Background: an optimization exercise with open tools, aiming at small area. Do not read the settings as production practice.
Only simulation tests tie the RTL to the original design; equivalence was not proved.
Power is estimated from default activity; no workload was simulated.

## flow/design.v (module list and top-level ports; edited modules follow where they fit)
// module krv_core: 68 lines
// module core: 534 lines
// module reset_comb: 7 lines
// module imem_ctrl: 40 lines
// module fetch: 273 lines
// module branch_predict: 165 lines
// module predictor_m2n2: 92 lines
// module basic_predictor_2b: 61 lines
// module predictor_rec: 85 lines
// module loop_predictor: 81 lines
// module ret_stack: 61 lines
// module dec: 904 lines
// module gprs: 39 lines
// module imm_gen: 23 lines
// module alu: 259 lines
// module mul33: 1618 lines
// module div_u: 91 lines
// module dmem_ctrl: 322 lines
// module wb_ctrl: 33 lines
// module mcsr: 397 lines
// module trap_ctrl: 278 lines
// module en_cnt: 21 lines
// module rca: 22 lines
// module rinc: 21 lines
module krv_core (
	input  wire clk,
	input  wire rstn,
	output wire wfi,
	input  wire kplic_int,
	input  wire [63:0] mtime,
	input  wire core_timer_int,
	output wire instr_itcm_access,
	output wire [31:0] instr_itcm_addr,
	input  wire [31:0] instr_itcm_read_data,
	input  wire instr_itcm_read_data_valid,
	output wire data_dtcm_access,
	input  wire data_dtcm_ready,
	output wire data_dtcm_rd0_wr1,
	output wire [3:0] data_dtcm_byte_strobe,
	output wire [31:0] data_dtcm_write_data,
	output wire [31:0] data_dtcm_addr,
	input  wire [31:0] data_dtcm_read_data,
	input  wire data_dtcm_read_data_valid,
	output wire IAXI_access,
	output wire [31:0] IAXI_addr,
	input  wire [31:0] IAXI_read_data,
	input  wire IAXI_read_data_valid,
	output wire DAXI_access,
	output wire DAXI_rd0_wr1,
	output wire [3:0] DAXI_byte_strobe,
	output wire [31:0] DAXI_write_data,
	output wire [31:0] DAXI_addr,
	input  wire DAXI_trans_buffer_full,
	input  wire [31:0] DAXI_read_data,
	input  wire DAXI_read_data_valid
);
  // ...
==> flow/flow/run.sh <==
#!/bin/bash
# Own flow: the standard flow, except that synthesis maps the logic with an
# area-oriented ABC script (delay relaxed: the clock period is far above the
# logic depth). Registers are mapped exactly as in the standard synthesis
# (dfflibmap runs before ABC, and ABC does not touch flip-flops).
set -euo pipefail
HERE=$(pwd)
rm -rf "$HERE/scripts"
cp -r "$FLOW_HOME/scripts" "$HERE/scripts"
cp "$HERE/flow/abc_area.script" "$HERE/scripts/abc_speed.script"
# synthesis with the area ABC script
sed 's#^make -C#SCRIPTS_DIR='"$HERE"'/scripts make -C#' standard.sh > standard_area.sh
bash standard_area.sh synth > synth.log 2>&1
# the rest of the standard flow
bash standard.sh > layout.log 2>&1
==> flow/flow/abc_area.script <==
&get -n
&st
&dch -f
&nf -R 1000 -p
&st
&syn2
&dch -f
&nf -R 1000 -p
&st
&syn2
&dch -f
&nf -R 1000 -p
&st
&syn2
&dch -f
&nf -R 1000 -p
&put
buffer -c
topo
stime -c
upsize -c
dnsize -c
==> flow/standard.sh <==
#!/bin/bash
# synth_recipe.tcl (not shown) runs the flow's synth.tcl, then flattens the netlist and writes it again
# the make line also repeats each setting of config.mk as NAME=value (left out here)
make -C /OpenROAD-flow-scripts/flow DESIGN_CONFIG=/design/flow/config.mk WORK_HOME=/design/flow/orfs CLKGATE_MAP_FILE= SYNTH_SCRIPT=/design/flow/synth_recipe.tcl "${@:-finish}"
==> flow/config.mk <==
export PLATFORM = sky130hd
export DESIGN_NAME = krv_core
export DESIGN_NICKNAME = krv_core
export VERILOG_FILES = /design/flow/design.v
export SDC_FILE = /design/flow/constraint.sdc
export NUM_CORES = 8
export LEC_CHECK = 0
export CAP_MARGIN = 30
export CORE_MARGIN = 2
export CORE_UTILIZATION = 48
export CTS_BUF_LIST = sky130_fd_sc_hd__clkbuf_8
export CTS_CLUSTER_DIAMETER = 50
export CTS_CLUSTER_SIZE = 15
export GPL_TIMING_DRIVEN = 0
export PLACE_DENSITY = 0.6
export SLEW_MARGIN = 30
==> flow/constraint.sdc <==
create_clock -name core_clock -period 100.0 [get_ports {clk}]
set_input_delay 20.0000 -clock core_clock [delete_from_list [all_inputs] [get_ports {clk}]]
set_output_delay 20.0000 -clock core_clock [all_outputs]
set_load 0.01 [all_outputs]
==> results.yml, run 1 <==
outcome:
  status: "finished with violations"
  checkFailReasons: "antenna violations"
yosys:
  synth_compound_area_share_pct: 16.6
  ys_seq_area_share_pct: 52.1
  netlist.area_leader.share_pct: 42.1
  ys_top_cells_by_count: "3,044 x edfxtp_1, 1,776 x nor2_1, 1,569 x nand2_1"
  ys_ff_latch: 3933
  synthFlopType: "edfxtp_1"
worst_setup_path:
  required_ps: 101140
  critPathLaunch: "u_core.u_dec.alu_mul_ex$_DFFE_PN0P_"
power_and_ir_drop:
  p_clk_share_pct: 39.7
  intPower_mw: 2.24
  p_leak_nw: 82.4
  power.switching_mw: 0.689
  power.group.top: "sequential cells"
  pwr-share-seq_pct: 59.4
  switching_share_pct: 23.5
final_layout:
  multi_input_area_share_pct: 38.8
  inverters: 857
  buffer_area_share_pct: 7.15
  layout-drive-gt1-share_pct: 11.9
grt:
  use_met1_pct: 63.0
  grt_busiest_layer: "met2"
  grtUsageTotal_pct: 52.4
  grt_max_degree: 115
clock_network:
  cts_tree: "built"
sta:
  clock.fmax_mhz: 25.6
  skew_ps: 156
floorplan:
  die_area_sq_um: 458000
route:
  ant_nets: 2
  wl_met2_um: 488000
place:
  placed_area_sq_um: 237000
worst_hold_path:
  hold_depth: 0
  hp-start: "u_core.u_trap_ctrl.kplic_int_sync2$_DFF_PN0_"
  holdPathEnd: "u_core.u_trap_ctrl.meip$_DFF_PN0_"
==> run 2: changes to the inputs <==
==> flow/run.sh (new file) <==
#!/bin/bash
# synth_recipe.tcl (not shown) runs the flow's synth.tcl, then flattens the netlist and writes it again
# the make line also repeats each setting of config.mk as NAME=value (left out here)
make -C /OpenROAD-flow-scripts/flow DESIGN_CONFIG=/design/flow/config.mk WORK_HOME=/design/flow/orfs CLKGATE_MAP_FILE= SYNTH_SCRIPT=/design/flow/synth_recipe.tcl finish
removed: flow/flow/run.sh
removed: flow/flow/abc_area.script
removed: flow/standard.sh
==> run 2 against run 1 <==
Now clean on timing, DRC and antenna. Register-to-register slack worse by 450 ps. Critical endpoint is now data_dtcm_access. Core utilization down 0.14 points. Global-route usage down 0.21 points. Design area up 3.2%. Largest power group unchanged. Worst setup slack worse by 1000 ps. Maximum frequency down 2.5%. Largest cell class unchanged. Count of clock-buffer cells in the layout up 19. Cell count up 3.0%. Area after synthesis up 3.5%. Clock power up 7%. Die area up 3.5%. Via count up 2.2%.
==> results.yml, run 2 <==
grt:
  grt_pass1_wl_um: 1670000
  antenna_found_initial: 136
  grt_pass1_vias: 183000
  grt_max_degree: 118
  grt_overflow: 0
  grtUsageTotal_pct: 52.2
yosys:
  ys_seq_area_share_pct: 50.4
  yosys.area.top_type: "edfxtp_1"
  synth_edf_count: 3044
  syn-num-nets: 21300
  synth_cell_types: 113
  ys_ff_latch: 3933
  async_flop_share_pct: 19.8
  ys_top_cells_by_count: "3,044 x edfxtp_1, 2,248 x nand2_1, 1,240 x clkbuf_1"
  netlist.area_leader.share_pct: 40.7
  syn-cell-area_sq_um: 225000
  yosys_warnings: 28
  synth.area.top_cells: "edfxtp_1 41%, dfrtp_1 7.5%, fa_1 6.6%, mux4_2 4.1%, nand2_1 3.8%"
  syn_area_per_cell_sq_um: 11.4
  synthFlopType: "edfxtp_1"
  synth_cells: 19700
  yosysMostFrequentCell: "edfxtp_1"
power_and_ir_drop:
  intPower_mw: 2.62
  p_leak_nw: 89.6
  pwr-share-seq_pct: 46.0
  peakVddDrop_v: 0.0000146
  switching_share_pct: 36.3
  power.switching_mw: 1.50
  p_per_area_nw_per_um2: 16.2
  combPwrFrac_pct: 23.8
  p_clk_share_pct: 30.2
sta:
  finalCritPeriodShare_pct: 40.0
  finalHoldViolCount: 0
  relSlewSlack_pct: 17.7
  report.final.slew_viol_count: 0
  skew_ps: 192
  rsz0062_at_grt: "false"
  final.setup.tns_ps: 0
  worst-slew-pin-transition_ps: 1220
  fin_crit_ps: 40040
  setup_viol: 0
  clock.fmax_mhz: 25.0
floorplan:
  start_util_pct: 48.2
  die_height_um: 688
  rows: 251
  die_w_um: 688
  die_area_sq_um: 474000
  core_area_sq_um: 467000
  ioPinCount: 409
final_layout:
  final_common_cell: "edfxtp_1"
  final_cell_mix: "3,044 x edfxtp_1, 2,245 x nand2_1, 1,160 x nor2_1"
  fin_util_pct: 54.4
  top_regs: "u_core.u_dec.u_gprs.rf: 992 flops, u_core.u_fetch.u_branch_predict.tag: 416 flops"
  largest_register: "u_core.u_dec.u_gprs.rf"
  area_growth_pct: 13.0
  layout-drive-gt1-share_pct: 12.5
  nNetsFinal: 22400
  largest_reg_flops: 992
route:
  vias_per_cell: 7.27
  wire_per_inst_um: 46.1
  drc: 0
  drt_iter0_markers: 38600
  via_count: 200000
  routed_wl_um: 1270000
  ant_nets: 0
  firstDrtPassIters: 13
worst_hold_path:
  holdPathEnd: "u_core.u_trap_ctrl.meip$_DFF_PN0_"
  hp-start: "u_core.u_trap_ctrl.kplic_int_sync2$_DFF_PN0_"
  hold_depth: 0
  hp-class: "register to register"
clock_network:
  cts_setup_buffers: 0
  clkSinkCount: 3933
  cts-resized-gates: 0
  cts_inserted_buffers: 426
  ctsLongestPathBuffers: 4
  clk_latency_ps: 1350
  clk_pin_slew_ps: 90
  cts_tree: "built"
  h-tree-depth: 5
  ctsHoldBuffers: 0
  ctsRootBufferMaster: "clkbuf_8"
worst_setup_path:
  timing_worst_setup_path_type: "register to output pin"
  cpMaxStageDelayCell: "fa_1"
  start_kind: "register"
  reg2reg_from: "u_core.u_dec.alu_mulh_ex$_DFFE_PN0P_"
  path_common_cell: "fa_1"
  cp.buffers_inverters: 5
  r2r_cells: 95
  crit_family: "adder cells"
  reg2reg_slack_ps: 60530
  crit_fanout: 10
  cpPeakStageDelay_ps: 820
  crit_arrival_ps: 20040
  r2r_end: "u_core.u_trap_ctrl.mepc[31]$_DFFE_PN0P_"
  endpoint_kind: "output pin"
  required_ps: 80000
place:
  gp_congestion: 1.13
  numPortBuffers: 407
  dp_hpwl_um: 963000
flow_run:
  cap_violations: 0
outcome:
  status: "timing/DRC/antenna clean"
==> run 2: power groups by stage <==
stage	clock network [mW]	logic (mW)	registers (mW)
3_3_place_gp	0	0.898	1.92
2_1_floorplan	0	0.477	1.86
6_report	1.24	0.982	1.89
3_5_place_dp	0	0.919	1.92
5_1_grt	1.29	0.987	1.89
4_1_cts	1.23	0.923	1.88
==> run 2: cell type report <==
type | count | area (sq um)
fillers | 40100 | 213000
multi-input cells | 13200 | 103000
clock inverters | 340 | 3460
plain buffers | 1695 | 7350
clock buffers | 449 | 6180
well taps | 6198 | 7750
flip-flops and latches | 3933 | 113000
repair buffers | 707 | 9840
inverters | 885 | 3320
diodes | 107 | 268
==> run 2: cell families after synthesis <==
family / after synthesis / share of synthesized area (%)
adder cells (fa/ha/maj): 1390 / 10.2
XOR/XNOR: 638 / 2.49
AO/OA/AOI/OAI: 4986 / 14.9
AND/OR/NAND/NOR: 4927 / 9.61
flip-flops: 3933 / 50.4
buffers and inverters: 2580 / 4.53
multiplexers: 1238 / 7.89
==> run 2: how the worst max path moves through the flow <==
stage | from | to | slack (ps) | depth (start not counted)
after detailed placement | u_core.u_alu.load_mem$_DFFE_PN0N_ | data_dtcm_access | 61450 | 42
after floorplan | u_core.u_alu.load_mem$_DFFE_PN0N_ | data_dtcm_access | 64400 | 41
after global routing | u_core.u_alu.load_mem$_DFFE_PN0N_ | data_dtcm_access | 59500 | 42
final | u_core.u_alu.load_mem$_DFFE_PN0N_ | data_dtcm_access | 59960 | 41
after CTS | u_core.u_alu.load_mem$_DFFE_PN0N_ | data_dtcm_access | 60160 | 42
after global placement | rstn | u_core.u_trap_ctrl.mtval[10]$_DFFE_PN0P_ | 39010 | 1
==> run 2: metrics by stage <==
stage	worst slack [ps]	power (mW)	std cells	instance area (sq um)	hold WS, ps
after floorplan	64400	2.34	19700	225000	331
after global placement	39010	2.82	26300	237000	336
after detailed placement	61450	2.84	26600	244000	335
after CTS	60160	4.04	27400	254000	353
after global routing	59500	4.16	27400	254000	376
final	59960	4.12	27500	254000	353
==> run 2: routing by layer <==
metal	track usage, %	routed length [um]
met1	65.4	443000
met2	70.5	498000
met3	22.7	201000
met4	39.9	125000
met5	1.08	1030
==> module fetch, before the edit <==
module fetch (
input wire cpu_clk,					 
input wire cpu_rstn,					 
input wire [32 - 1 : 0] boot_addr,		 
input wire jal_dec, 					 
input wire jalr_dec, 					 
input wire jalr_ex, 					 
input wire [5 - 1 : 0] rd_dec,			 
input wire ret_ex, 					 
input wire fence_dec,					 
input wire flush_dec,					 
output reg predict_taken_dec,				 
output reg predict0_taken_dec,				 
output reg predict1_taken_dec,				 
output reg predict3_taken_dec,				 
output wire ret_stack_pre_rd,				 
output reg ret_stack_ren_dec, 				 
output reg[32 - 1 : 0] ret_addr_dec,		 
output reg peek_ret_dec,				 
output reg is_loop_dec,					 
output reg [32 - 1 : 0] pc_dec,		 
output wire [32 - 1 : 0] pc_dec_plus4,	 
input wire dec_ready, 					 
output reg if_valid,					 
output reg [32 - 1 : 0] instr_dec,		 
input wire signed [32 - 1 : 0] src_data1_ex,	 
input wire signed [32 - 1 : 0] src_data2_ex,	 
input wire signed [32 - 1 : 0] imm_ex,		 
input wire signed [32 - 1 : 0] imm_dec,	 
input wire is_loop_ex,					 
input wire ret_stack_ren_ex,
input wire[32 - 1 : 0] ret_addr_ex,		 
input wire ret_stack_pre_rd_ex,				 
input wire predict_taken_ex,				 
input wire predict0_taken_ex,				 
input wire predict1_taken_ex,				 
input wire predict3_taken_ex,				 
input wire [32 - 1 : 0] pc_ex,			 
output wire mis_predict,				 
output wire flush_ret_stack,				 
input wire branch_dec,
input wire branch_ex,
input wire branch_taken_ex,				 
output reg [32 - 1 : 0] pc,	
input wire instr_read_data_valid,			 
input wire [32 - 1 : 0] instr_read_data, 	 
input wire mret,					 
output wire pc_misaligned,				 
output wire [32 - 1 : 0] fault_pc,		 
input wire trap,					 
input wire  [32 - 1 : 0] vector_addr,		 
input wire [32 - 1 : 0] mepc,			 
);
wire if_bubble;
wire flush_if_r = 1'b0;
wire jal_dec_r = 1'b0;
wire jalr_ex_r = 1'b0;
wire branch_taken_ex_r = 1'b0;
wire predict_taken_ex_r = 1'b0;
wire mret_r = 1'b0;
wire fence_dec_r = 1'b0;
wire [32 - 1 : 0] imm_dec_f = imm_dec;
wire predict_taken;
wire is_loop;
wire [32 - 1 : 0] predict_target_pc;
wire[32 - 1 : 0] branch_target_pc;
wire branch_target_co;
rca #(.W(32)) u_branch_target (.a(pc_ex), .b({{19{imm_ex[12]}}, imm_ex[12:0]}), .ci(1'b0), .s(branch_target_pc), .co(branch_target_co));
wire[32 - 1 : 0] branch_pc_ex = pc_ex; 
wire jump = jal_dec || jalr_ex || ((jal_dec_r || jalr_ex_r) && !instr_read_data_valid);
wire stack_empty;
wire ret_stack_ren = !stack_empty && peek_ret && (!flush_if);
wire [32 - 1 : 0] ret_addr;
wire[32 - 1 : 0] jalr_target_pc;
wire jalr_target_co;
rca #(.W(32)) u_jalr_target (.a(src_data1_ex), .b(imm_ex), .ci(1'b0), .s(jalr_target_pc), .co(jalr_target_co));
wire[32 - 1 : 0] jal_target_pc;
wire jal_target_co;
rca #(.W(32)) u_jal_target (.a(pc_dec), .b({{11{imm_dec_f[20]}}, imm_dec_f[20:0]}), .ci(1'b0), .s(jal_target_pc), .co(jal_target_co));
wire [32 - 1 : 0] pc_plus4;
wire pc_plus4_co;
rinc #(.W(32 - 2)) u_pc_plus4 (.a(pc[32 - 1 : 2]), .ci(1'b1), .s(pc_plus4[32 - 1 : 2]), .co(pc_plus4_co));
assign pc_plus4[1:0] = pc[1:0];
wire [32 - 1 : 0] pc_ex_plus4;
wire pc_ex_plus4_co;
rinc #(.W(32 - 2)) u_pc_ex_plus4 (.a(pc_ex[32 - 1 : 2]), .ci(1'b1), .s(pc_ex_plus4[32 - 1 : 2]), .co(pc_ex_plus4_co));
assign pc_ex_plus4[1:0] = pc_ex[1:0];
wire pc_dec_plus4_co;
rinc #(.W(32 - 2)) u_pc_dec_plus4 (.a(pc_dec[32 - 1 : 2]), .ci(1'b1), .s(pc_dec_plus4[32 - 1 : 2]), .co(pc_dec_plus4_co));
assign pc_dec_plus4[1:0] = pc_dec[1:0];
reg [32 - 1 : 0] next_pc;
branch_predict u_branch_predict(
.cpu_clk		(cpu_clk		),						
.cpu_rstn		(cpu_rstn		),						
.next_pc		(next_pc		),
.pc			(pc			),
.predict_taken		(predict_taken		),
.predict0_taken		(predict0_taken		),
.predict1_taken		(predict1_taken		),
.predict3_taken		(predict3_taken		),
.is_loop		(is_loop		),
.predict_target_pc	(predict_target_pc	),
.predict0_taken_ex	(predict0_taken_ex	),
.predict1_taken_ex	(predict1_taken_ex	),
.predict3_taken_ex	(predict3_taken_ex	),
.is_loop_dec		(is_loop_dec		),
.is_loop_ex		(is_loop_ex		),
.branch_ex		(branch_ex		),
.jal_dec		(jal_dec		),
.jalr_ex		(jalr_ex		),
.branch_pc_ex		(branch_pc_ex		),
.src_data1_ex		(src_data1_ex		),
.src_data2_ex		(src_data2_ex		),
.imm_ex		(imm_ex			),
.branch_taken_ex	(branch_taken_ex	)
);
wire mis_predict_taken 	   = (predict_taken_ex && !branch_taken_ex) || (predict_taken_ex_r && !branch_taken_ex_r && !instr_read_data_valid);
wire mis_predict_not_taken = (!predict_taken_ex && branch_taken_ex) || (!predict_taken_ex_r && branch_taken_ex_r && !instr_read_data_valid);
assign mis_predict = mis_predict_taken || mis_predict_not_taken;
wire peek_ret = (instr_read_data == 32'h00008067 );
wire ret_stack_wen = (jal_dec || (!peek_ret_dec && jalr_dec)) && (rd_dec==5'h1) && (!flush_dec);
assign ret_stack_pre_rd =  peek_ret && branch_dec && (!predict_taken_dec);
wire ret_stack_mis_pre_rd = mis_predict_not_taken && ret_stack_pre_rd_ex;
wire peek_ret_err = ret_stack_ren_ex && (!ret_ex);
wire ret_addr_err = (ret_stack_ren_ex && ret_ex) && (ret_addr_ex != jalr_target_pc);
assign flush_ret_stack = ret_addr_err || peek_ret_err;
ret_stack u_ret_stack
(
.cpu_clk		(cpu_clk	),					
.cpu_rstn		(cpu_rstn	),		
.ret_stack_wen		(ret_stack_wen	),
.pc_dec_plus4		(pc_dec_plus4	),
.ret_stack_mis_pre_rd	(ret_stack_mis_pre_rd),
.ret_stack_ren		(ret_stack_ren	),
.stack_empty		(stack_empty	),
.flush_ret_stack	(flush_ret_stack),
.ret_addr		(ret_addr	)
);
wire keep_pc = fence_dec || (fence_dec_r && !instr_read_data_valid) || !dec_ready || !instr_read_data_valid;
always @*
begin
	if(trap)
	begin
		next_pc = vector_addr;
	end
	else if(mis_predict_taken)
	begin
		next_pc = pc_ex_plus4;
	end
	else if(mis_predict_not_taken)
	begin
		next_pc = branch_target_pc;
	end
	else if(flush_ret_stack || jalr_ex || (jalr_ex_r && !instr_read_data_valid))
	begin
		next_pc = jalr_target_pc;
	end
	else if( jal_dec || (jal_dec_r && !instr_read_data_valid))
	begin
		next_pc = jal_target_pc;
	end
	else if(ret_stack_ren)
	begin
		next_pc = ret_addr;
	end	
	else if(mret || (mret_r))
	begin
		next_pc = mepc;
	end
	else if (keep_pc)
	begin
		next_pc = pc;
	end
	else if(predict_taken)
	begin
		next_pc = predict_target_pc;
	end
	else
	begin
		next_pc = pc_plus4;
	end
end
always @ (posedge cpu_clk or negedge cpu_rstn)
begin
	if (~cpu_rstn)
	begin
		pc <= boot_addr;
	end
	else
	begin
		pc <= next_pc;
	end
end
wire if_stall = 1'b0;
assign if_bubble = !instr_read_data_valid || if_stall;
wire flush_if = fence_dec || fence_dec_r || (jal_dec && dec_ready) || jal_dec_r || jalr_ex || jalr_ex_r || mis_predict || flush_ret_stack || trap | mret || mret_r
;
always @ (posedge cpu_clk or negedge cpu_rstn)
begin
	if (~cpu_rstn)
	begin
		instr_dec <= {32{1'b0}};
		pc_dec <= boot_addr;
		if_valid <= 1'b0;
		predict_taken_dec <= 1'b0;
		predict0_taken_dec <= 1'b0;
		predict1_taken_dec <= 1'b0;
		predict3_taken_dec <= 1'b0;
		is_loop_dec <= 1'b0;
		peek_ret_dec <= 1'b0;
		ret_stack_ren_dec <= 1'b0;
	end
	else
	begin
		if(flush_if || (flush_if_r && !instr_read_data_valid))
		begin
			instr_dec <= {32{1'b0}};
			if_valid <= 1'b0;
			predict_taken_dec <= 1'b0;
			predict0_taken_dec <= 1'b0;
			predict1_taken_dec <= 1'b0;
			predict3_taken_dec <= 1'b0;
			is_loop_dec <= 1'b0;
			peek_ret_dec <= 1'b0;
			ret_stack_ren_dec <= 1'b0;
		end
		else if(dec_ready)
		begin
			if_valid <= 1'b1;
			if(if_bubble || jump)
			begin
				instr_dec <= {32{1'b0}};
				predict_taken_dec <= 1'b0;
				predict0_taken_dec <= 1'b0;
				predict1_taken_dec <= 1'b0;
				predict3_taken_dec <= 1'b0;
				is_loop_dec <= 1'b0;
				peek_ret_dec <= 1'b0;
				ret_stack_ren_dec <= 1'b0;
			end
			else
			begin
				instr_dec <= instr_read_data;
				pc_dec <= pc;
				predict_taken_dec <= predict_taken;
				predict0_taken_dec <= predict0_taken;
				predict1_taken_dec <= predict1_taken;
				predict3_taken_dec <= predict3_taken;
				is_loop_dec <= is_loop;
				peek_ret_dec <= peek_ret;
				ret_stack_ren_dec <= ret_stack_ren;
			end
		end
	end
end
always @ (posedge cpu_clk)
begin
	if(flush_if || (flush_if_r && !instr_read_data_valid))
		ret_addr_dec <= {32{1'b0}};
	else if(dec_ready)
		ret_addr_dec <= (if_bubble || jump) ? {32{1'b0}} : ret_addr;
end
assign pc_misaligned = (|pc[1:0]);
assign fault_pc = pc_misaligned ? pc : {32{1'b0}};
wire [31:0] mis_predict_taken_cnt;
en_cnt u_mis_predict_taken_cnt (.clk(cpu_clk), .rstn(cpu_rstn), .en(mis_predict_taken && dec_ready), .cnt (mis_predict_taken_cnt));
wire [31:0] mis_predict_not_taken_cnt;
en_cnt u_mis_predict_not_taken_cnt (.clk(cpu_clk), .rstn(cpu_rstn), .en(mis_predict_not_taken && dec_ready), .cnt (mis_predict_not_taken_cnt));
wire [31:0] jal_dec_cnt;
en_cnt u_jal_dec_cnt (.clk(cpu_clk), .rstn(cpu_rstn), .en(jal_dec), .cnt (jal_dec_cnt));
wire [31:0] jalr_ex_cnt;
en_cnt u_jalr_ex_cnt (.clk(cpu_clk), .rstn(cpu_rstn), .en(jalr_ex), .cnt (jalr_ex_cnt));
endmodule
==> module dec, before the edit <==
module dec(
input wire cpu_clk,						 
input wire cpu_rstn,						 
input wire if_valid,						 
output wire dec_ready,						 
input wire predict_taken_dec,					 
input wire predict0_taken_dec,					 
input wire predict1_taken_dec,					 
input wire predict3_taken_dec,					 
input wire is_loop_dec,						 
input wire peek_ret_dec,					 
input wire ret_stack_pre_rd,
input wire ret_stack_ren_dec,
input wire[32 - 1 : 0] ret_addr_dec,
input wire [32 - 1 : 0] instr_dec,			 
input wire [32 - 1 : 0] pc_dec,			 
input wire [32 - 1 : 0] pc_dec_plus4,			 
output wire flush_dec,
output wire fence_dec,						 
output reg ret_stack_pre_rd_ex,
output reg branch_ex,						 
output wire branch_dec,						 
output reg jalr_ex,						 
output reg ret_ex,						 
output wire jal_dec,						 
output wire jalr_dec,						 
output wire [5 - 1 : 0] rd_dec,				 
output reg signed [32 - 1 : 0] imm_ex,			 
output wire signed [32 - 1 : 0] imm_dec,		 
output wire mret,						 
output reg dec_valid,
input wire ex_ready,
input wire[32 - 1 : 0]  alu_result_ex,			 
output reg only_src2_used_ex,					 
output reg signed [32 - 1 : 0]  src_data1_ex,		 
output reg signed [32 - 1 : 0]  src_data2_ex,		 
output reg alu_add_ex  ,					 
output reg alu_sub_ex  ,					 
output reg alu_com_ex  ,					 
output reg alu_ucom_ex ,					 
output reg alu_and_ex  ,					 
output reg alu_or_ex   ,					 
output reg alu_xor_ex  ,					 
output reg alu_sll_ex  ,					 
output reg alu_srl_ex  ,					 
output reg alu_sra_ex  ,					 
output reg alu_mul_ex  ,					 
output reg alu_mulh_ex  ,					 
output reg alu_mulhsu_ex  ,					 
output reg alu_mulhu_ex  ,					 
output reg alu_rem_ex  ,					 
output reg alu_remu_ex  ,					 
output reg alu_div_ex  ,					 
output reg alu_divu_ex  ,					 
output reg beq_ex,						 
output reg bne_ex,  						 
output reg blt_ex,  						 
output reg bge_ex,  						 
output reg bltu_ex, 						 
output reg bgeu_ex, 						 
input wire mis_predict,						 
input wire flush_ret_stack,					
output reg load_ex, 						 
output reg store_ex, 						 
output wire [32 - 1 : 0] store_data_ex,			 
output reg mem_H_ex,						 
output reg mem_B_ex,						 
output reg mem_U_ex,						 
output reg [5:0] rd_ex, 				 
output reg predict_taken_ex,
output reg predict0_taken_ex,
output reg predict1_taken_ex,
output reg predict3_taken_ex,
output reg is_loop_ex,
output reg ret_stack_ren_ex,
output reg [32 - 1 : 0] ret_addr_ex,
output reg [32 - 1 : 0] pc_ex,				 
output reg [32 - 1 : 0] instr_ex,			 
input wire load_wait_data,
input wire [5:0] rd_mem,				 
input wire[32 - 1 : 0]  data_mem,			 
input wire mem_wb_data_valid,
input wire wr_valid_wb,						 
input wire[32 - 1 : 0]  wr_data_wb,			 
input wire [5:0] rd_wb,					 
input wire valid_interrupt,					 
input wire exception_met,					 
output wire load_x0,						 
output wire ecall,						 
output wire ebreak,						 
output wire instr_illegal,					 
output wire mcsr_rd,						 
output wire mcsr_wr,						 
output wire valid_mcsr_rd,					 
output wire valid_mcsr_wr,					 
output wire mcsr_set,						 
output wire mcsr_clr,						 
output wire [11:0] mcsr_addr,					 
output reg [32 - 1 : 0] mcsr_write_data,		 
input wire [32 - 1 : 0] mcsr_read_data,		 
output reg wfi							 
);
wire [32 - 1 : 0]     valid_instr;
wire [7 - 1 : 0]	funct7;
wire [12 - 1 : 0]	funct12;
wire [5 - 1 : 0]	rs2;
wire [5 - 1 : 0] 	rs1;
wire [5 - 1  : 0] 	rd;
assign rd_dec = rd;
wire [3 - 1 : 0]	funct3;
wire [7 - 1 : 0]	opcode;
assign valid_instr = (if_valid) ? instr_dec : {32{1'b0}};
assign opcode 	= valid_instr[6:0] ;
assign funct3 	= valid_instr[14:12] ;
assign funct7 	= valid_instr[31:25] ;
assign funct12 	= valid_instr[31:20] ;
assign rs1 	= valid_instr[19:15] ;
assign rs2 	= valid_instr[24:20] ;
assign rd 	= valid_instr[11:7] ;
wire instruction_is_lui;
wire instruction_is_auipc;
wire instruction_is_jal; 
wire instruction_is_jalr; 
wire instruction_is_branch;
wire instruction_is_alu_rr;
wire instruction_is_alu_ir;
wire instruction_is_load;
wire instruction_is_store;
wire instruction_is_system;
wire instruction_is_fence;
wire instruction_is_ecall_brk;
assign instruction_is_lui	 = (opcode==7'b0110111);
assign instruction_is_auipc	 = (opcode==7'b0010111);
assign instruction_is_jal	 = (opcode==7'b1101111);
assign instruction_is_jalr	 = (opcode==7'b1100111);
assign instruction_is_branch	 = (opcode==7'b1100011);
assign instruction_is_load	 = (opcode==7'b0000011);
assign instruction_is_store	 = (opcode==7'b0100011);
assign instruction_is_alu_ir	 = (opcode==7'b0010011);
assign instruction_is_alu_rr	 = (opcode==7'b0110011);
assign instruction_is_system	 = (opcode==7'b1110011);
assign instruction_is_fence	 = (opcode==7'b0001111);
assign instruction_is_ecall_brk	 = (opcode==7'b1110011);
wire R_type;
wire I_type;
wire S_type;
wire B_type;
wire J_type;
wire U_type;
assign R_type = instruction_is_alu_rr;
assign I_type = instruction_is_load | instruction_is_alu_ir |
			instruction_is_jalr;
assign S_type = instruction_is_store;
assign B_type = instruction_is_branch;
assign J_type = instruction_is_jal;
assign U_type = instruction_is_lui | instruction_is_auipc;
wire funct3_000;
wire funct3_001;
wire funct3_010;
wire funct3_011;
wire funct3_100;
wire funct3_101;
wire funct3_110;
wire funct3_111;
assign funct3_000 = (funct3 == 3'b000);
assign funct3_001 = (funct3 == 3'b001);
assign funct3_010 = (funct3 == 3'b010);
assign funct3_011 = (funct3 == 3'b011);
assign funct3_100 = (funct3 == 3'b100);
assign funct3_101 = (funct3 == 3'b101);
assign funct3_110 = (funct3 == 3'b110);
assign funct3_111 = (funct3 == 3'b111);
wire funct12_mret;
wire funct12_wfi;
wire funct12_ecall;
wire funct12_ebreak;
assign funct12_mret 	= 	(funct12 == 12'b0011_0000_0010);
assign funct12_wfi	= 	(funct12 == 12'b0001_0000_0101);
assign funct12_ecall	= 	(funct12 == 12'b0000_0000_0000);
assign funct12_ebreak	= 	(funct12 == 12'b0000_0000_0001);
wire funct7_000_0000;
wire funct7_000_0001;
wire funct7_010_0000;
assign funct7_000_0000 = (funct7 == 7'b0000000);
assign funct7_000_0001 = (funct7 == 7'b0000001);
assign funct7_010_0000 = (funct7 == 7'b0100000);
wire alu_add_dec;
wire alu_sub_dec;
wire alu_com_dec;
wire alu_ucom_dec;
wire alu_and_dec;
wire alu_or_dec;
wire alu_xor_dec;
wire alu_sll_dec;
wire alu_srl_dec;
wire alu_sra_dec;
wire alu_mul_dec;
wire alu_mulh_dec;
wire alu_mulhsu_dec;
wire alu_mulhu_dec;
wire alu_div_dec;
wire alu_divu_dec;
wire alu_rem_dec;
wire alu_remu_dec;
assign alu_add_dec = instruction_is_auipc || instruction_is_load || instruction_is_store ||
		   ((instruction_is_alu_ir || (instruction_is_alu_rr && funct7_000_0000)) && funct3_000 );
assign alu_sub_dec = (((instruction_is_alu_rr ) &&
		   funct3_000 && funct7_010_0000)) || (instruction_is_branch && (funct3_000 || funct3_001));
assign alu_com_dec = (instruction_is_branch && (funct3_100 || funct3_101 )) ||
		   ((instruction_is_alu_ir || (instruction_is_alu_rr && funct7_000_0000)) && funct3_010);
assign alu_ucom_dec = (instruction_is_branch && (funct3_110 || funct3_111)) ||
		   ((instruction_is_alu_ir || (instruction_is_alu_rr && funct7_000_0000)) &&
		    funct3_011);
assign alu_and_dec = (instruction_is_alu_ir || (instruction_is_alu_rr && funct7_000_0000))&&   funct3_111;
assign alu_or_dec  = (instruction_is_alu_ir || (instruction_is_alu_rr && funct7_000_0000)) &&
		   funct3_110;
assign alu_xor_dec = (instruction_is_alu_ir || (instruction_is_alu_rr && funct7_000_0000)) &&
		   funct3_100;
assign alu_sll_dec = (instruction_is_alu_ir || (instruction_is_alu_rr && funct7_000_0000)) &&
		   funct3_001;
assign alu_srl_dec = (instruction_is_alu_ir || instruction_is_alu_rr) &&
		   funct3_101 && funct7_000_0000;
assign alu_sra_dec = (instruction_is_alu_ir || instruction_is_alu_rr) &&
		   funct3_101 && funct7_010_0000;
assign alu_mul_dec = instruction_is_alu_rr &&
		   funct3_000 && funct7_000_0001;
assign alu_mulh_dec = instruction_is_alu_rr &&
		   funct3_001 && funct7_000_0001;
assign alu_mulhsu_dec = instruction_is_alu_rr &&
		   funct3_010 && funct7_000_0001;
assign alu_mulhu_dec = instruction_is_alu_rr &&
		   funct3_011 && funct7_000_0001;
assign alu_div_dec = instruction_is_alu_rr &&
		   funct3_100 && funct7_000_0001;
assign alu_divu_dec = instruction_is_alu_rr &&
		   funct3_101 && funct7_000_0001;
assign alu_rem_dec = instruction_is_alu_rr &&
		   funct3_110 && funct7_000_0001;
assign alu_remu_dec = instruction_is_alu_rr &&
		   funct3_111 && funct7_000_0001;
wire[32 - 1 : 0]  gprs_data1;
wire[32 - 1 : 0]  gprs_data2;
gprs u_gprs(
.cpu_clk		(cpu_clk),		 
.cpu_rstn		(cpu_rstn),		 
.wr_valid		(wr_valid_wb),		 
.wr_data		(wr_data_wb), 		 
.rd_wb			(rd_wb[4:0]),		 
.rs1_dec		(rs1),			 
.rs2_dec		(rs2),			 
.gprs_data1		(gprs_data1),		 
.gprs_data2		(gprs_data2)		 
);
imm_gen imm_gen_inst (
.instr 		(valid_instr),
.imm_is_I_type 	(I_type),
.imm_is_S_type 	(S_type),
.imm_is_B_type 	(B_type),
.imm_is_J_type 	(J_type),
.imm_is_U_type 	(U_type),
.imm		(imm_dec)
);
wire alu_use_rs2;
wire alu_use_imm;
assign alu_use_rs2 = R_type || B_type ;
assign alu_use_imm = I_type || S_type || U_type;
reg signed [32 - 1 : 0]  src_data1_dec;	 
reg signed [32 - 1 : 0]  src_data2_dec;	 
wire [5  : 0] 	rs1_dec;
wire [5  : 0]	rs2_dec;
assign rs1_dec = {1'b0,rs1};
assign rs2_dec = {1'b0,rs2};
wire dec_stall;
assign jal_dec = instruction_is_jal && !dec_stall;
assign jalr_dec = instruction_is_jalr && !dec_stall;
assign ret_dec = (valid_instr == 32'h00008067 ) && !dec_stall;
wire only_src2_used_dec = instruction_is_lui || mcsr_rd || instruction_is_jal || instruction_is_jalr;  
wire src1_not_used_dec = instruction_is_lui || instruction_is_jal;		   
reg pre_instr_is_load;
reg pre_instr_is_load_r;
always @ *
begin
	if(instruction_is_auipc)
	begin
		src_data1_dec = pc_dec ;
	end
	else
	begin
	  if(!src1_not_used_dec)
		begin
			if(rs1_dec == 0)
			begin
				src_data1_dec = 0;
			end
			else if((!(pre_instr_is_load || pre_instr_is_load_r)) &(rs1_dec == rd_ex))
			begin
				src_data1_dec = alu_result_ex;
			end
			else if (rs1_dec == rd_mem) 
			begin
				src_data1_dec = data_mem;
			end
			else if (rs1_dec == rd_wb)
			begin
				src_data1_dec = wr_data_wb;
			end
			else
			begin
				src_data1_dec = gprs_data1;
			end
		end
	  else  
		begin
			src_data1_dec = 0;
		end
	end
end
reg [32 - 1 : 0]  gprs_data2_mux;	 
always @ *
	begin
		if(rs2_dec == 0)
		begin
			gprs_data2_mux = 0;
		end
		else if(!(pre_instr_is_load || pre_instr_is_load_r) && (rs2_dec == rd_ex))
		begin
			gprs_data2_mux = alu_result_ex;
		end
		else if (rs2_dec == rd_mem)
		begin
			gprs_data2_mux = data_mem;
		end
		else if (rs2_dec == rd_wb)
		begin
			gprs_data2_mux = wr_data_wb;
		end
		else
		begin
			gprs_data2_mux = gprs_data2;
		end
	end
always @ *
begin
	if(instruction_is_jal || instruction_is_jalr)
	begin
		src_data2_dec = pc_dec_plus4;
	end
	else if(mcsr_rd)
	begin
		src_data2_dec = (mcsr_read_data
);
	end
	else if (alu_use_rs2 || instruction_is_store)
	begin
		src_data2_dec = gprs_data2_mux;
	end
	else if(alu_use_imm)
	begin
		src_data2_dec = imm_dec;
	end
	else
	begin
		src_data2_dec = 32'h0;
	end
end
wire dec_bubble = !if_valid || dec_stall;
assign flush_dec = mis_predict || flush_ret_stack || jalr_ex || exception_met
;
always @ (posedge cpu_clk or negedge cpu_rstn)
begin
	if (!cpu_rstn)
	begin
		dec_valid    <= 1'b0;
	end
	else
	begin
		if (flush_dec)
		begin
			dec_valid    <= 1'b0;
		end
		else if(ex_ready)
		begin
			dec_valid <= 1'b1;
		end
	end
end
always @ (posedge cpu_clk or negedge cpu_rstn)
begin
	if (!cpu_rstn)
	begin
		alu_add_ex <= 1'b0;
		alu_sub_ex <= 1'b0;
		alu_com_ex <= 1'b0;
		alu_ucom_ex <= 1'b0;
		alu_and_ex <= 1'b0;
		alu_or_ex <= 1'b0;
		alu_xor_ex <= 1'b0;
		alu_sll_ex <= 1'b0;
		alu_srl_ex <= 1'b0;
		alu_sra_ex <= 1'b0;
		alu_mul_ex <= 1'b0;
		alu_mulh_ex <= 1'b0;
		alu_mulhsu_ex <= 1'b0;
		alu_mulhu_ex <= 1'b0;
		alu_div_ex <= 1'b0;
		alu_divu_ex <= 1'b0;
		alu_rem_ex <= 1'b0;
		alu_remu_ex <= 1'b0;
	end
	else
	begin
		if (flush_dec)
		begin
			alu_add_ex <= 1'b0;
			alu_sub_ex <= 1'b0;
			alu_com_ex <= 1'b0;
			alu_ucom_ex <= 1'b0;
			alu_and_ex <= 1'b0;
			alu_or_ex <= 1'b0;
			alu_xor_ex <= 1'b0;
			alu_sll_ex <= 1'b0;
			alu_srl_ex <= 1'b0;
			alu_sra_ex <= 1'b0;
			alu_mul_ex <= 1'b0;
			alu_mulh_ex <= 1'b0;
			alu_mulhsu_ex <= 1'b0;
			alu_mulhu_ex <= 1'b0;
			alu_div_ex <= 1'b0;
			alu_divu_ex <= 1'b0;
			alu_rem_ex <= 1'b0;
			alu_remu_ex <= 1'b0;
		end
		else if(ex_ready)
		begin
			if(dec_bubble)
			begin
				alu_add_ex <= 1'b0;
				alu_sub_ex <= 1'b0;
				alu_com_ex <= 1'b0;
				alu_ucom_ex <= 1'b0;
				alu_and_ex <= 1'b0;
				alu_or_ex <= 1'b0;
				alu_xor_ex <= 1'b0;
				alu_sll_ex <= 1'b0;
				alu_srl_ex <= 1'b0;
				alu_sra_ex <= 1'b0;
				alu_mul_ex <= 1'b0;
				alu_mulh_ex <= 1'b0;
				alu_mulhsu_ex <= 1'b0;
				alu_mulhu_ex <= 1'b0;
				alu_div_ex <= 1'b0;
				alu_divu_ex <= 1'b0;
				alu_rem_ex <= 1'b0;
				alu_remu_ex <= 1'b0;
			end
			else
			begin
				alu_add_ex <= alu_add_dec;
				alu_sub_ex <= alu_sub_dec;
				alu_com_ex <= alu_com_dec;
				alu_ucom_ex<= alu_ucom_dec;
				alu_and_ex <= alu_and_dec;
				alu_or_ex  <= alu_or_dec;
				alu_xor_ex <= alu_xor_dec;
				alu_sll_ex <= alu_sll_dec;
				alu_srl_ex <= alu_srl_dec;
				alu_sra_ex <= alu_sra_dec;
				alu_mul_ex <= alu_mul_dec;
				alu_mulh_ex <= alu_mulh_dec;
				alu_mulhsu_ex <= alu_mulhsu_dec;
				alu_mulhu_ex <= alu_mulhu_dec;
				alu_div_ex <= alu_div_dec;
				alu_divu_ex<= alu_divu_dec;
				alu_rem_ex <= alu_rem_dec;
				alu_remu_ex <= alu_remu_dec;
			end
		end
	end
end
always @ (posedge cpu_clk)
begin
	if (!flush_dec && ex_ready)
	begin
		if (dec_bubble)
		begin
			src_data1_ex <= {32{1'b0}};
			src_data2_ex <= {32{1'b0}};
		end
		else
		begin
			src_data1_ex <= src_data1_dec;
			src_data2_ex <= src_data2_dec;
		end
	end
end
always @ (posedge cpu_clk)
begin
	if (flush_dec)
		ret_addr_ex <= {32{1'b0}};
	else if (ex_ready && !dec_bubble)
		ret_addr_ex <= ret_addr_dec;
end
assign store_data_ex = src_data2_ex;
assign branch_dec = instruction_is_branch;
always @ (posedge cpu_clk or negedge cpu_rstn)
begin
	if (!cpu_rstn)
	begin
		beq_ex <= 1'b0;
		bne_ex <= 1'b0;
		blt_ex <= 1'b0;
		bge_ex <= 1'b0;
		bltu_ex <= 1'b0;
		bgeu_ex <= 1'b0;
	end
	else
	begin
		if (jalr_ex || exception_met)
			begin
				beq_ex <= 1'b0;
				bne_ex <= 1'b0;
				blt_ex <= 1'b0;
				bge_ex <= 1'b0;
				bltu_ex <= 1'b0;
				bgeu_ex <= 1'b0;
			end
			else if(ex_ready)
			begin
				if(dec_bubble || flush_dec)
				begin
					beq_ex <= 1'b0;
					bne_ex <= 1'b0;
					blt_ex <= 1'b0;
					bge_ex <= 1'b0;
					bltu_ex <= 1'b0;
					bgeu_ex <= 1'b0;
				end
				else
				begin
					beq_ex <= instruction_is_branch && funct3_000;
					bne_ex <= instruction_is_branch && funct3_001;
					blt_ex <= instruction_is_branch && funct3_100;
					bge_ex <= instruction_is_branch && funct3_101;
					bltu_ex <=instruction_is_branch && funct3_110;
					bgeu_ex <=instruction_is_branch && funct3_111;
				end
			end
	end
end
always @ (posedge cpu_clk or negedge cpu_rstn)
begin
	if(!cpu_rstn)
	begin
		branch_ex <= 1'b0;
	end
	else
	begin
		if (flush_dec)
		begin
			branch_ex <= 1'b0;
		end
		else if(ex_ready)
		begin
			if(dec_bubble)
			begin
				branch_ex <= 1'b0;
			end
			else
			begin
				branch_ex <= instruction_is_branch;
			end
		end
		else
		begin
			branch_ex <= 1'b0;
		end
	end
end
wire use_rd;
assign use_rd = R_type || I_type || U_type || J_type || mcsr_rd;
always @ (posedge cpu_clk or negedge cpu_rstn)
begin
	if(!cpu_rstn)
	begin
		rd_ex <= 32;
	end
	else
	begin
		if(flush_dec)
		begin
			rd_ex <= 32;
		end
		else if(ex_ready)
		begin
			if(dec_bubble || !use_rd)
				rd_ex <= 32;
			else
				rd_ex <= {1'b0,rd};
		end
	end
end
always @ (posedge cpu_clk or negedge cpu_rstn)
begin
	if(!cpu_rstn)
	begin
		store_ex <= 1'b0;
		load_ex <= 1'b0;
		mem_H_ex <= 1'b0;
		mem_B_ex <= 1'b0;
		mem_U_ex <= 1'b0;
		predict_taken_ex <= 1'b0;
		ret_stack_pre_rd_ex <= 1'b0;
		predict0_taken_ex <= 1'b0;
		predict1_taken_ex <= 1'b0;
		predict3_taken_ex <= 1'b0;
		is_loop_ex <= 1'b0;
		ret_stack_ren_ex <= 1'b0;
		pc_ex <= 0;
		instr_ex <= 0;
		imm_ex <= {32{1'b0}};
		pre_instr_is_load <= 1'b0;
	end
	else
	begin
		if (flush_dec)
		begin
			store_ex <= 1'b0;
			load_ex <= 1'b0;
			pre_instr_is_load <= 1'b0;
			predict_taken_ex <= 1'b0;
			ret_stack_pre_rd_ex <= 1'b0;
			predict0_taken_ex <= 1'b0;
			predict1_taken_ex <= 1'b0;
			predict3_taken_ex <= 1'b0;
			is_loop_ex <= 1'b0;
			ret_stack_ren_ex <= 1'b0;
			mem_H_ex <= 1'b0;
			mem_B_ex <= 1'b0;
			mem_U_ex <= 1'b0;
		end
		else if(ex_ready)
		begin
			if(dec_bubble)
			begin
				store_ex <= 1'b0;
				load_ex <= 1'b0;
				pre_instr_is_load <= 1'b0;
				mem_H_ex <= 1'b0;
				mem_B_ex <= 1'b0;
				mem_U_ex <= 1'b0;
				pc_ex <= pc_ex;
				instr_ex <= instr_ex;
			end
			else
			begin
				store_ex <= instruction_is_store;
				load_ex <= instruction_is_load;
				pre_instr_is_load <= instruction_is_load;
				mem_H_ex <= (instruction_is_load || instruction_is_store) && (funct3_001 || funct3_101); 
				mem_B_ex <= (instruction_is_load || instruction_is_store) && (funct3_000 || funct3_100); 
				mem_U_ex <= (instruction_is_load || instruction_is_store) && (funct3_101 || funct3_100); 
				predict_taken_ex <= predict_taken_dec;
				ret_stack_pre_rd_ex <= ret_stack_pre_rd;
				predict0_taken_ex <= predict0_taken_dec;
				predict1_taken_ex <= predict1_taken_dec;
				predict3_taken_ex <= predict3_taken_dec;
				is_loop_ex <= is_loop_dec;
				ret_stack_ren_ex <= ret_stack_ren_dec;
				pc_ex <= pc_dec;
				instr_ex <= instr_dec;
				imm_ex <= imm_dec;
			end
		end
	end
end
always@(posedge cpu_clk or negedge cpu_rstn)
begin
if(!cpu_rstn)
	begin
		only_src2_used_ex <= 1'b0;
	end
	else
	begin
		if (flush_dec)
		begin
			only_src2_used_ex <= 1'b0;
		end
		else if(ex_ready)
		begin
			if(dec_bubble)
			begin
				only_src2_used_ex <= 1'b0;
			end
			else
			begin
				only_src2_used_ex <= only_src2_used_dec || instruction_is_jalr;
			end
		end
	end
end
always@(posedge cpu_clk or negedge cpu_rstn)
begin
if(!cpu_rstn)
	begin
		jalr_ex <= 1'b0;
		ret_ex <= 1'b0;
	end
	else 
	begin
		if(exception_met || mis_predict)
		begin
			jalr_ex <= 1'b0;
			ret_ex <= 1'b0;
		end
		else if(ex_ready)
		begin
			if(dec_bubble)
			begin
				jalr_ex <= 1'b0;
				ret_ex <= 1'b0;
			end
			else
			begin
				jalr_ex <= (jalr_dec && !ret_stack_ren_dec);
				ret_ex <= ret_dec;
			end
		end
	end
end
assign mret = (instruction_is_system && funct12_mret && funct3_000) && !mis_predict;
wire illegal_dret = 1'b0;
assign instr_illegal = illegal_dret;
assign  ecall = (instruction_is_ecall_brk && funct3_000 && funct12_ecall)
;
assign  ebreak = instruction_is_ecall_brk && funct3_000 && funct12_ebreak;
reg wfi_delay1;
reg wfi_delay2;
reg wfi_stall_delay;
wire wfi_i;
assign wfi_i =  ((instruction_is_system && funct12_wfi && funct3_000) && !mis_predict)
;
always @ (posedge cpu_clk or negedge cpu_rstn)
begin
	if(!cpu_rstn)
	begin
		wfi_delay1 <= 1'b0;
		wfi_delay2 <= 1'b0;
		wfi <= 1'b0;
		wfi_stall_delay <= 1'b0;
	end
	else
	begin
		if(ex_ready)
		begin
			wfi_delay1 <= wfi_i;
			wfi_delay2 <= wfi_delay1;
			wfi <= wfi_delay2;
			wfi_stall_delay <= wfi;
		end
	end
end
assign mcsr_addr = valid_instr [31:20];
assign mcsr_rd = instruction_is_system && (((funct3_001 || funct3_101)&&(rd!=0)) || funct3_010 || funct3_011 || funct3_110 || funct3_111 );
assign mcsr_wr = instruction_is_system && (funct3_001 || funct3_101 || ((funct3_010 || funct3_011 || funct3_110 || funct3_111) && (rs1!=0)));
assign valid_mcsr_rd = (!flush_dec) && (ex_ready) && !dec_bubble && mcsr_rd;
assign valid_mcsr_wr = (!flush_dec) && (ex_ready) && !dec_bubble && mcsr_wr;
always @ *
begin
	if (funct3_001 || funct3_010 || funct3_011)
	begin
 		mcsr_write_data =src_data1_dec;
	end
	else if(funct3_101 || funct3_110 || funct3_111)
	begin
		mcsr_write_data = {27'h0, rs1};
	end
	else
	begin
		mcsr_write_data = 32'h0;
	end
end
assign mcsr_set = funct3_010 || funct3_110;
assign mcsr_clr = funct3_011 || funct3_111;
assign load_x0 = instruction_is_load && (!(|rd));
wire load_hazard_1st;  
wire load_hazard_2nd;  
wire rs1_wait_load_1st = ((!src1_not_used_dec) && (rs1_dec == rd_ex)) && load_ex;
wire rs2_wait_load_1st = (rs2_dec == rd_ex) && load_ex;
wire rs1_wait_load_2nd = ((!src1_not_used_dec) && (rs1_dec == rd_mem)) && load_wait_data;
wire rs2_wait_load_2nd = (rs2_dec == rd_mem) && load_wait_data;
reg load_hazard_1st_r;
reg load_hazard_2nd_r;
wire [5:0] hazard_rd_1st =  (rs1_wait_load_1st ? rs1_dec : (rs2_wait_load_1st ? rs2_dec : 6'h32));
wire [5:0] hazard_rd_2nd =  (rs1_wait_load_2nd ? rs1_dec : (rs2_wait_load_2nd ? rs2_dec : 6'h32));
wire [5:0] hazard_rd = load_hazard_2nd ? hazard_rd_2nd : hazard_rd_1st;
reg [5:0] hazard_rd_1st_r;
reg [5:0] hazard_rd_2nd_r;
wire load_hazard_1st_clr = mem_wb_data_valid && ((rd_mem == hazard_rd_1st_r) || (rd_mem == hazard_rd_1st));
wire load_hazard_2nd_clr = mem_wb_data_valid && ((rd_mem == hazard_rd_2nd_r) || (rd_mem == hazard_rd_2nd));
assign load_hazard_1st =(((rs1_wait_load_1st || rs2_wait_load_1st )) ) && (!mret) && !load_hazard_1st_r && !load_hazard_1st_clr;
assign load_hazard_2nd =(((rs1_wait_load_2nd || rs2_wait_load_2nd )) ) && (!mret) && !load_hazard_2nd_r && !load_hazard_1st_r && !load_hazard_2nd_clr && !load_hazard_1st_clr;
wire load_hazard_stall_1st = (load_hazard_1st || load_hazard_1st_r) && (!load_hazard_1st_clr);
wire load_hazard_stall_2nd = (load_hazard_2nd || load_hazard_2nd_r) && (!load_hazard_2nd_clr);
wire load_hazard_stall;
assign load_hazard_stall = load_hazard_stall_1st; 
always@(posedge cpu_clk or negedge cpu_rstn)
begin
	if(!cpu_rstn)
	begin
		load_hazard_1st_r <= 1'b0;
		hazard_rd_1st_r <= 6'h32;
	end
	else if(load_hazard_1st_clr)
	begin
		load_hazard_1st_r <= 1'b0;
		hazard_rd_1st_r <= 6'h32;
	end
	else if(load_hazard_1st)
	begin
		load_hazard_1st_r <= 1'b1;
		hazard_rd_1st_r <= hazard_rd_1st;
	end
end
always@(posedge cpu_clk or negedge cpu_rstn)
begin
	if(!cpu_rstn)
	begin
		load_hazard_2nd_r <= 1'b0;
		hazard_rd_2nd_r <= 6'h32;
	end
	else if(load_hazard_2nd_clr)
	begin
		load_hazard_2nd_r <= 1'b0;
		hazard_rd_2nd_r <= 6'h32;
	end
	else if(load_hazard_2nd)
	begin
		load_hazard_2nd_r <= 1'b1;
		hazard_rd_2nd_r <= hazard_rd_2nd;
	end
end
always@(posedge cpu_clk or negedge cpu_rstn)
begin
	if(!cpu_rstn)
	begin
		pre_instr_is_load_r <= 1'b0;
	end
	else if(load_hazard_1st_clr)
	begin
		pre_instr_is_load_r <= 1'b0;
	end
	else if(load_hazard_1st && pre_instr_is_load)
	begin
		pre_instr_is_load_r <= 1'b1;
	end
end
wire wfi_stall;
assign wfi_stall = wfi_i && !valid_interrupt;
wire fence_stall;
assign fence_dec = (instruction_is_fence && (funct3_000 || funct3_001)) && !fence_stall && !fence_d2 && !fence_d3 && !flush_dec;
reg fence_d1;
reg fence_d2;
reg fence_d3;
reg fence_d4;
reg fence_d5;
reg fence_d6;
always@(posedge cpu_clk or negedge cpu_rstn)
begin
	if(!cpu_rstn)
	begin
		fence_d1 <= 1'b0;
		fence_d2 <= 1'b0;
		fence_d3 <= 1'b0;
		fence_d4 <= 1'b0;
		fence_d5 <= 1'b0;
		fence_d6 <= 1'b0;
	end
	else
	begin
		fence_d1 <= fence_dec;
		fence_d2 <= fence_d1;
		fence_d3 <= fence_d2;
		fence_d4 <= fence_d3;
		fence_d5 <= fence_d4;
		fence_d6 <= fence_d5;
	end
end
assign fence_stall = fence_d1 || fence_d2 || fence_d3 || fence_d4 || fence_d5 ;
assign dec_stall = wfi_stall || load_hazard_stall || fence_stall
;
assign dec_ready = !dec_stall && (ex_ready);
wire [31:0] wfi_stall_cnt;
en_cnt u_wfi_stall_cnt (.clk(cpu_clk), .rstn(cpu_rstn), .en(wfi_stall), .cnt (wfi_stall_cnt));
wire [31:0] load_hazard_stall_cnt;
en_cnt u_load_hazard_stall_cnt (.clk(cpu_clk), .rstn(cpu_rstn), .en(load_hazard_stall), .cnt (load_hazard_stall_cnt));
wire [31:0] fence_stall_cnt;
en_cnt u_fence_stall_cnt (.clk(cpu_clk), .rstn(cpu_rstn), .en(fence_stall), .cnt (fence_stall_cnt));
wire [31:0] branch_cnt;
wire branch = instruction_is_branch && (!flush_dec) && (dec_ready);
en_cnt u_branch_cnt (.clk(cpu_clk), .rstn(cpu_rstn), .en(branch), .cnt (branch_cnt));
wire [31:0] mis_predict_cnt;
wire valid_mis_predict = mis_predict && dec_ready;
en_cnt u_mis_predict_cnt (.clk(cpu_clk), .rstn(cpu_rstn), .en(valid_mis_predict), .cnt (mis_predict_cnt));
endmodule
==> run 3: changes to the inputs <==
--- a/flow/design.v
+++ b/flow/design.v
@@ -848,8 +848,6 @@
 begin
 	if (~cpu_rstn)
 	begin
-		instr_dec <= {32{1'b0}};
-		pc_dec <= boot_addr;
 		if_valid <= 1'b0;
 		predict_taken_dec <= 1'b0;
 		predict0_taken_dec <= 1'b0;
@@ -863,7 +861,6 @@
 	begin
 		if(flush_if || (flush_if_r && !instr_read_data_valid))
 		begin
-			instr_dec <= {32{1'b0}};
 			if_valid <= 1'b0;
 			predict_taken_dec <= 1'b0;
 			predict0_taken_dec <= 1'b0;
@@ -878,7 +875,6 @@
 			if_valid <= 1'b1;
 			if(if_bubble || jump)
 			begin
-				instr_dec <= {32{1'b0}};
 				predict_taken_dec <= 1'b0;
 				predict0_taken_dec <= 1'b0;
 				predict1_taken_dec <= 1'b0;
@@ -889,8 +885,6 @@
 			end
 			else
 			begin
-				instr_dec <= instr_read_data;
-				pc_dec <= pc;
 				predict_taken_dec <= predict_taken;
 				predict0_taken_dec <= predict0_taken;
 				predict1_taken_dec <= predict1_taken;
@@ -905,6 +899,21 @@
 always @ (posedge cpu_clk)
 begin
 	if(flush_if || (flush_if_r && !instr_read_data_valid))
+		instr_dec <= {32{1'b0}};
+	else if(dec_ready)
+	begin
+		if(if_bubble || jump)
+			instr_dec <= {32{1'b0}};
+		else
+		begin
+			instr_dec <= instr_read_data;
+			pc_dec <= pc;
+		end
+	end
+end
+always @ (posedge cpu_clk)
+begin
+	if(flush_if || (flush_if_r && !instr_read_data_valid))
 		ret_addr_dec <= {32{1'b0}};
 	else if(dec_ready)
 		ret_addr_dec <= (if_bubble || jump) ? {32{1'b0}} : ret_addr;
@@ -1962,6 +1971,20 @@
 end
 always @ (posedge cpu_clk)
 begin
+	if (!flush_dec && ex_ready && !dec_bubble)
+	begin
+		imm_ex <= imm_dec;
+	end
+end
+always @ (posedge cpu_clk or negedge cpu_rstn)
+begin
+	if (!cpu_rstn)
+		pc_ex <= {32{1'b0}};
+	else if (!flush_dec && ex_ready && !dec_bubble)
+		pc_ex <= pc_dec;
+end
+always @ (posedge cpu_clk)
+begin
 	if (flush_dec)
 		ret_addr_ex <= {32{1'b0}};
 	else if (ex_ready && !dec_bubble)
@@ -2082,9 +2105,7 @@
 		predict3_taken_ex <= 1'b0;
 		is_loop_ex <= 1'b0;
 		ret_stack_ren_ex <= 1'b0;
-		pc_ex <= 0;
 		instr_ex <= 0;
-		imm_ex <= {32{1'b0}};
 		pre_instr_is_load <= 1'b0;
 	end
 	else
@@ -2115,7 +2136,6 @@
 				mem_H_ex <= 1'b0;
 				mem_B_ex <= 1'b0;
 				mem_U_ex <= 1'b0;
-				pc_ex <= pc_ex;
 				instr_ex <= instr_ex;
 			end
 			else
@@ -2133,9 +2153,7 @@
 				predict3_taken_ex <= predict3_taken_dec;
 				is_loop_ex <= is_loop_dec;
 				ret_stack_ren_ex <= ret_stack_ren_dec;
-				pc_ex <= pc_dec;
 				instr_ex <= instr_dec;
-				imm_ex <= imm_dec;
 			end
 		end
 	end
==> flow/flow/run.sh (new file) <==
#!/bin/bash
# Own flow: the standard ORFS flow (the standard.sh make call) with these
# changes:
#  - synthesis maps the logic with an area-oriented ABC script
#    (flow/abc_area.script; the clock period is far above the logic depth).
#    Registers are mapped as in the standard synthesis (dfflibmap runs before
#    ABC, and ABC does not touch flip-flops). This is checked: the standard
#    synthesis is also run (in orfs_std/), and if the register names and cell
#    types differ, the standard synthesis result is used instead.
#  - clock tree synthesis without dummy loads (-dont_use_dummy_load).
#  - more antenna repair iterations after detailed routing, and one retry of
#    the layout at a lower utilization if antenna violations remain.
# Each tool's output goes to a log file in this folder (and ORFS's own logs).
set -euo pipefail
HERE=$(pwd)
rm -rf "$HERE/scripts"
cp -r "$FLOW_HOME/scripts" "$HERE/scripts"
cp "$HERE/flow/abc_area.script" "$HERE/scripts/abc_speed.script"
sed -i 's/  -repair_clock_nets\]/  -repair_clock_nets -dont_use_dummy_load]/' "$HERE/scripts/cts.tcl"
grep -q dont_use_dummy_load "$HERE/scripts/cts.tcl"
sed 's#^make -C#SCRIPTS_DIR='"$HERE"'/scripts make -C#; s#"${@:-finish}"#MAX_REPAIR_ANTENNAS_ITER_DRT=10 "${@:-finish}"#' standard.sh > standard_own.sh
grep -q "SCRIPTS_DIR=$HERE/scripts make" standard_own.sh
grep -q "MAX_REPAIR_ANTENNAS_ITER_DRT=10" standard_own.sh
WH=$(sed -n 's#.*WORK_HOME=\([^ ]*\) .*#\1#p' standard.sh | head -1)
RES=$WH/results/sky130hd/krv_core/base
REP=$WH/reports/sky130hd/krv_core/base
LOGD=$WH/logs/sky130hd/krv_core/base
# standard synthesis for the register check
sed "s#WORK_HOME=$WH #WORK_HOME=$HERE/orfs_std #" standard.sh > standard_chk.sh
bash standard_chk.sh synth > synth_std.log 2>&1
# own synthesis
bash standard_own.sh synth > synth.log 2>&1
flops() { grep -oE 'sky130_fd_sc_hd__(df|edf|sdf|dl)[a-z0-9_]* +[^ ]+ +\(' "$1" | awk '{print $2, $1}' | sort; }
flops "$HERE/orfs_std/results/sky130hd/krv_core/base/1_2_yosys.v" > flops_std.txt
flops "$RES/1_2_yosys.v" > flops_own.txt
if ! cmp -s flops_std.txt flops_own.txt || [[ ! -s flops_own.txt ]]; then
  echo "register mismatch: using the standard synthesis" > register_mismatch.txt
  rm -f "$RES"/1_* "$LOGD"/1_* 
  bash standard.sh synth > synth_fallback.log 2>&1
fi
bash standard_own.sh > layout.log 2>&1 || true
if [[ ! -f out/final.def ]] || grep -q "Net:" "$REP/drt_antennas.log" 2>/dev/null; then
  echo "retry at lower utilization" > retry.txt
  rm -f out/final.def
  mkdir -p first_try
  cp -r "$REP" first_try/reports 2>/dev/null || true
  cp -r "$LOGD" first_try/logs 2>/dev/null || true
  for s in 2_ 3_ 4_ 5_ 6_; do rm -f "$RES"/$s* "$LOGD"/$s* "$REP"/$s*; done
  sed -i 's#CORE_UTILIZATION=[0-9.]*#CORE_UTILIZATION=44#; s#PLACE_DENSITY=[0-9.]*#PLACE_DENSITY=0.55#' standard_own.sh
  bash standard_own.sh > layout_retry.log 2>&1
fi
test -f out/final.def
==> flow/flow/abc_area.script (new file) <==
&get -n
&st
&syn3
&dch -f
&nf -R 1000 -p
&st
&syn4
&dch -f
&nf -R 1000 -p
&st
&syn4
&dch -f
&nf -R 1000 -p
&st
&syn4
&dch -f
&nf -R 1000 -p
&put
buffer -c
topo
stime -c
upsize -c
dnsize -c
==> flow/standard.sh (new file) <==
#!/bin/bash
# synth_recipe.tcl (not shown) runs the flow's synth.tcl, then flattens the netlist and writes it again
# the make line also repeats each setting of config.mk as NAME=value (left out here)
make -C /OpenROAD-flow-scripts/flow DESIGN_CONFIG=/design/flow/config.mk WORK_HOME=/design/flow/orfs CLKGATE_MAP_FILE= SYNTH_SCRIPT=/design/flow/synth_recipe.tcl "${@:-finish}"
removed: flow/run.sh
==> run 3 against run 2 <==
Core utilization fell by 3.4 points. Count of clock-buffer cells in the layout is 32 lower. Still clean. Non-clock buffer count grew 73. Die area rose by 1.8%. Largest power group unchanged. Register-to-register slack worse by 90 ps. Synthesized cell count decreased by 7.9%. Worst setup slack better by 480 ps. Critical path type is now register to register. Combinational power down about 20%.
==> results.yml, run 3 <==
worst_setup_path:
  crit_family: "adder cells"
  required_ps: 101030
  endpoint_kind: "register"
  reg2reg_from: "u_core.u_dec.alu_mul_ex$_DFFE_PN0P_"
  critPathLaunch: "u_core.u_dec.alu_mul_ex$_DFFE_PN0P_"
  cp.buffers_inverters: 13
worst_hold_path:
  hp-start: "u_core.u_dec.fence_d4$_DFF_PN0_"
sta:
  relSlewSlack_pct: 7.34
  fin_crit_ps: 39560
  clock.fmax_mhz: 25.3
  worst-slew-pin-transition_ps: 1390
  final.setup.tns_ps: 0
  report.final.slew_viol_count: 0
  finalHoldViolCount: 0
  rsz0062_at_grt: "false"
grt:
  grtUsageTotal_pct: 56.0
  antenna_found_initial: 280
  grt_pass1_vias: 182000
  grt_overflow: 0
  grt_pass1_wl_um: 1790000
  grt_max_degree: 111
route:
  vias_per_cell: 7.80
  drc: 0
  wire_per_inst_um: 52.8
  ant_nets: 0
  routed_wl_um: 1380000
  drt_iter0_markers: 47000
clock_network:
  cts_tree: "built"
  ctsRootBufferMaster: "clkbuf_8"
  clk_latency_ps: 1410
  clkSinkCount: 3933
  cts_inserted_buffers: 417
  ctsHoldBuffers: 0
  ctsLongestPathBuffers: 4
  cts-resized-gates: 0
yosys:
  synthXorXnorAreaFrac_pct: 1.73
  synth-simple-area-share_pct: 7.47
  yosysMostFrequentCell: "edfxtp_1"
  synthAdderAreaFrac_pct: 10.9
  synth_compound_area_share_pct: 20.7
  syn-cell-area_sq_um: 210000
  syn_area_per_cell_sq_um: 11.6
  async_flop_share_pct: 17.3
  synth_cell_types: 91
  yosys.area.top_type: "edfxtp_1"
  synth.area.top_cells: "edfxtp_1 44%, fa_1 7.0%, dfrtp_1 6.8%, ha_1 3.9%, a21oi_1 3.8%"
  synth_mux_area_share_pct: 0.737
  synth_cells: 18100
  synth_top_family_by_area: "compound AO/OA/AOI/OAI gates"
  synthFlopType: "edfxtp_1"
  ys_top_cells_by_count: "3,108 x edfxtp_1, 1,580 x a21oi_1, 1,174 x clkbuf_1"
power_and_ir_drop:
  p_per_area_nw_per_um2: 14.8
  total_power_mw: 3.60
  peakVddDrop_v: 0.0000134
floorplan:
  die_area_sq_um: 483000
  rows: 253
  start_util_pct: 44.2
final_layout:
  layout-drive-gt1-share_pct: 11.7
  area_growth_pct: 15.4
  final_cell_mix: "3,108 x edfxtp_1, 1,515 x a21oi_1, 1,122 x nand2_1"
  stdcell_count: 26100
  largest_reg_flops: 992
  top_regs: "u_core.u_dec.u_gprs.rf: 992 flops, u_core.u_fetch.u_branch_predict.tag: 416 flops"
  fill_cells: 42300
  largest_register: "u_core.u_dec.u_gprs.rf"
  final_common_cell: "edfxtp_1"
flow_run:
  cap_violations: 0
place:
  dp_hpwl_um: 1030000
  dp.cells: 25300
  numPortBuffers: 408
outcome:
  status: "timing/DRC/antenna clean"
[run 3: layout make-up]
cell class	instances	area, sq um	share of cell area [%]
flip-flops and latches	3933	113000	46.8
plain buffers	1510	6600	2.72
multi-input cells	11800	89200	36.8
clock buffers	417	5740	2.37
diodes	299	748	0.309
repair buffers	965	15500	6.39
inverters	867	3270	1.35
well taps	6247	7820	3.23
[run 3: where the power goes]
| part | switching, mW | internal [mW] | leakage [nW] |
|---|---|---|---|
| registers | 0.0846 | 1.79 | 35.6 |
| logic | 0.548 | 0.234 | 45.2 |
| clock network | 0.572 | 0.367 | 3.00 |
[run 3: metal layers]
layer	wire length, um	GRT usage (%)
met3	233000	33.3
met5	4150	9.13
met2	528000	73.0
met1	457000	64.1
met4	154000	46.6
[run 3: kinds of logic (layout without fill, tap and decap cells)]
family / after synthesis / after routing
compound gates: 6419 / 6419
flops: 3933 / 3933
simple gates: 3459 / 3459
buf+inv: 2377 / 3759
fa+ha+maj: 1389 / 1389
xor+xnor: 415 / 415
mux: 142 / 142
other cells: 0 / 299
[run 3: metrics by stage]
| stage | cell area [sq um] | utilization [%] | setup slack, ps | hold WS [ps] |
|---|---|---|---|---|
| detailed placement | 235000 | 49.5 | 61840 | 337 |
| global placement | 222000 | 46.7 | 43980 | 332 |
| floorplan | 210000 | - | 64760 | 331 |
| finish | 242000 | 51.0 | 60440 | 337 |
| CTS | 241000 | 50.7 | 61640 | 337 |
| global route | 242000 | 50.9 | 60900 | 348 |
[run 3: final timing paths]
| kind | endpoint | slack [ps] | depth (start not counted) |
|---|---|---|---|
| min in group asynchronous | asynchronous set/reset pin | 18560 | 1 |
| worst min register to register | u_core.u_dec.fence_d5$_DFF_PN0_ | 340 | 0 |
| worst max register to register | u_core.u_trap_ctrl.mepc[30]$_DFFE_PN0P_ | 60440 | 94 |
| worst max-delay path | u_core.u_trap_ctrl.mepc[30]$_DFFE_PN0P_ | 60440 | 94 |
| max in group asynchronous | u_core.u_dmem_ctrl.load_data_valid_wb$_DFF_PN0_ | 79010 | 4 |
| worst min-delay path | u_core.u_dec.fence_d5$_DFF_PN0_ | 340 | 0 |

Re-timed with assumed drivers on the ports (clkbuf_16 on the clock, buf_2 on other inputs), run 3 has 60.444 ns of setup slack against 60.444 ns with ideal ports, and 60.444 ns once port delays also move by the mid clock arrival of 1.370 ns. Its clock arrivals span 1.192 to 1.548 ns, so the last figure is rough.
